This design comes from an exercise in tuning for small area, a short achievable clock period and few clock cycles on the open sky130 flow, not from production work.
In this exercise RTL edits were held to simulation tests only and were not proved equivalent to the original.

==> module stream_comp_invoke_top_module_FSM_1, before the edit <==
module stream_comp_invoke_top_module_FSM_1
        #(parameter width = 10)(
        input clk, rst,
        input [width - 1 : 0] data_in_fifo,
        input [width - 1 : 0] length_in_fifo,
        input [width - 1 : 0] command_in_fifo,
        input invoke,
        input [1 : 0] next_mode_in,
        output rd_data_in_fifo,
        output rd_length_in_fifo,
        output rd_command_in_fifo,
        output [width - 1 : 0] length,
        output FC,
        output wr_out_fifo1,
        output [width - 1 : 0] result_out);
    reg [3 : 0] len_q;
    reg k1_q, k0_q;
    wire mm = ~k1_q;                  
    wire mx = k0_q;                   
    wire sm = k1_q & k0_q;            
    reg [3 : 0] cnt;
    wire busy = (cnt != 4'd0);
    wire last = (cnt == 4'd1);
    reg [width - 1 : 0] acc;
    wire inv1 = invoke & ~next_mode_in[0] & ~next_mode_in[1];
    wire inv2 = invoke & next_mode_in[0];
    wire inv3 = invoke & next_mode_in[1];
    wire ld1 = invoke & (next_mode_in[0] ~^ next_mode_in[1]);
    assign rd_command_in_fifo = inv1;
    assign rd_length_in_fifo = inv1;
    assign rd_data_in_fifo = (invoke & next_mode_in[0] & ~next_mode_in[1]) | busy;
    assign wr_out_fifo1 = inv3;
    assign FC = (invoke & (~next_mode_in[0] | (len_q == 4'd1))) | last;
    assign result_out = acc;
    wire keep_len = ~invoke | (next_mode_in[0] ^ next_mode_in[1]);
    assign length = {{(width - 4){1'b0}},
            ({4{inv1}} & length_in_fifo[3 : 0]) | ({4{keep_len}} & len_q)};
    wire cmd_mm = (command_in_fifo[width - 1 : 1] == 0);
    always @(posedge clk)
    begin
        if (ld1)
        begin
            len_q <= length_in_fifo[3 : 0];
            k1_q <= ~cmd_mm;
            k0_q <= cmd_mm ? command_in_fifo[0] : (command_in_fifo == 2);
        end
    end
    always @(posedge clk)
    begin
        if (!rst)
            cnt <= 4'd0;
        else if (inv2 | busy)
            cnt <= (inv2 ? len_q : cnt) - 4'd1;
    end
    wire [width - 1 : 0] opb = sm ? acc : ~acc;
    wire [width - 1 : 0] x = data_in_fifo ^ opb;
    wire [width - 1 : 0] g = data_in_fifo & opb;
    wire g0 = g[0];
    wire g10 = g[1] | (x[1] & g0);
    wire g10c = g[1] | ((data_in_fifo[1] | opb[1]) & g0);
    wire g32 = g[3] | (x[3] & g[2]), p32 = x[3] & x[2];
    wire g54 = g[5] | (x[5] & g[4]), p54 = x[5] & x[4];
    wire g76 = g[7] | (x[7] & g[6]), p76 = x[7] & x[6];
    wire g98 = g[9] | (x[9] & g[8]), p98 = x[9] & x[8];
    wire g30 = g32 | (p32 & g10c);
    wire g74 = g76 | (p76 & g54), p74 = p76 & p54;
    wire g70 = g74 | (p74 & g30);
    wire g20 = g[2] | (x[2] & g10);
    wire g40 = g[4] | (x[4] & g30);
    wire g50 = g54 | (p54 & g30);
    wire g60 = g[6] | (x[6] & g50);
    wire g80 = g[8] | (x[8] & g70);
    wire g90 = g98 | (p98 & g70);
    wire [width : 0] cy = {g90, g80, g70, g60, g50, g40, g30, g20, g10, g0, 1'b0};
    wire [width : 0] s = {cy[width], x ^ cy[width - 1 : 0]};
    wire take_d = inv2 | (mm & (s[width] ~^ mx));
    always @(posedge clk)
    begin
        if (!rst)
            acc <= 0;
        else if (inv2 | busy)
        begin
            if (take_d)
                acc <= data_in_fifo;
            else if (sm)
                acc <= s[width - 1 : 0];
        end
    end
endmodule
export LEC_CHECK = 0
export CAP_MARGIN = 20
export CORE_AREA = 2 2 60 60
export DIE_AREA = 0 0 62 62
export SETUP_SLACK_MARGIN = 1.9
export SLEW_MARGIN = 20
create_clock -name core_clock -period 5.0 [get_ports {clk}]
standard.sh (not shown) runs the stock make flow with config.mk's settings and CLKGATE_MAP_FILE= SYNTH_SCRIPT=/design/flow/synth_recipe.tcl, a recipe that flattens the netlist after the stock synthesis.
==> flow/flow/run.sh <==
#!/bin/bash
# The standard layout with these changes:
#  - synthesis is synth_recipe.tcl with ORFS's synth.tcl, except that ABC maps
#    the combinational logic with flow/abc.script (registers are untouched:
#    they are mapped before ABC runs, so names, count and cells stay those of
#    the standard synthesis);
#  - plain buf_1 cells as the port buffers (the resizer sizes them up where
#    timing needs it);
#  - one tie cell shared by the constant outputs;
#  - no dummy clock loads in CTS, clkbuf_8 clock buffers.
set -euo pipefail
here=$(pwd)
export BUFFER_PORTS_ARGS="-buffer_cell sky130_fd_sc_hd__buf_1"
export SKIP_REPAIR_TIE_FANOUT=1
# Standard CTS arguments, without the dummy loads CTS adds for balancing,
# and with clkbuf_8 clock buffers (keeps the flip-flop clock slew low).
export CTS_ARGS="-sink_clustering_enable -repair_clock_nets -dont_use_dummy_load -buf_list sky130_fd_sc_hd__clkbuf_8"
export ABC_SCRIPT_X=$here/flow/abc.script
sed 's|^source \$::env(SCRIPTS_DIR)/synth_preamble.tcl|&\nset abc_args [lreplace $abc_args 1 1 $::env(ABC_SCRIPT_X)]\nputs "abc_args: $abc_args"|' \
    "$FLOW_HOME/scripts/synth.tcl" > "$here/synth_abc.tcl"
grep -q 'ABC_SCRIPT_X' "$here/synth_abc.tcl"
sed "s|\$::env(SCRIPTS_DIR)/synth.tcl|$here/synth_abc.tcl|" synth_recipe.tcl > "$here/synth_top.tcl"
grep -q 'synth_abc.tcl' "$here/synth_top.tcl"
sed "s|SYNTH_SCRIPT=[^ ]*|SYNTH_SCRIPT=$here/synth_top.tcl|" standard.sh > "$here/own.sh"
grep -q 'synth_top.tcl' "$here/own.sh"
bash "$here/own.sh" > standard_flow.log 2>&1
==> flow/flow/abc.script <==
strash
&get -n
&st
&dch
&nf -R 1000
&put
topo
stime -c
buffer -c
upsize -c
dnsize -c
The first run finished with timing, DRC and antenna clean.
Testbench counts at the start, summed over its fixed seeds: cycles 17,953.
Edit:
--- a/flow/design.v
+++ b/flow/design.v
@@ -57,14 +57,13 @@
     wire [width - 1 : 0] x = data_in_fifo ^ opb;
     wire [width - 1 : 0] g = data_in_fifo & opb;
     wire g0 = g[0];
     wire g10 = g[1] | (x[1] & g0);
-    wire g10c = g[1] | ((data_in_fifo[1] | opb[1]) & g0);
     wire g32 = g[3] | (x[3] & g[2]), p32 = x[3] & x[2];
     wire g54 = g[5] | (x[5] & g[4]), p54 = x[5] & x[4];
     wire g76 = g[7] | (x[7] & g[6]), p76 = x[7] & x[6];
     wire g98 = g[9] | (x[9] & g[8]), p98 = x[9] & x[8];
-    wire g30 = g32 | (p32 & g10c);
+    wire g30 = g32 | (p32 & g10);
     wire g74 = g76 | (p76 & g54), p74 = p76 & p54;
     wire g70 = g74 | (p74 & g30);
     wire g20 = g[2] | (x[2] & g10);
     wire g40 = g[4] | (x[4] & g30);
Outcome:
- clock-buffer cell count stays the same
- global-route usage rose by 0.10 points
- first-iteration DRC count climbs to 4.9 times its value
- worst setup slack got worse by 0.020 ns
- die area stays the same
- cell area grows slightly
Testbench counts after the change, summed over its fixed seeds: cycles 17,953.

## afterwards: timing with drivers on the ports
In the flow no input, the clock included, has a driving cell. The finished layouts below were timed again as built, in two steps. Step 1 (the two cells are an assumption about what drives the block):
set clk [get_ports {clk}]
set_driving_cell -lib_cell sky130_fd_sc_hd__clkbuf_16 $clk
set_driving_cell -lib_cell sky130_fd_sc_hd__buf_2 [delete_from_list [all_inputs] $clk]
Step 2, shift: input delay + t, output delay - t, t = (earliest + latest rising clock arrival at the registers) / 2. This alone moves slack from input paths to output paths. Three values: no drivers, after step 1, after step 2; two values: the first two.
| run | t, ns | setup slack, ns | latest minus earliest clock arrival (ns) |
|---|---|---|---|
| the first run | 0.275 | 2.028 / 2.026 / 1.757 | 0.006 / 0.007 |
| the second run | 0.279 | 2.007 / 1.986 / 1.768 | 0.007 / 0.007 |
After both steps every run listed still meets setup and hold. The setup slack of the first run, which loses most, moves by -0.002 ns with the drivers and by -0.271 ns with both steps.
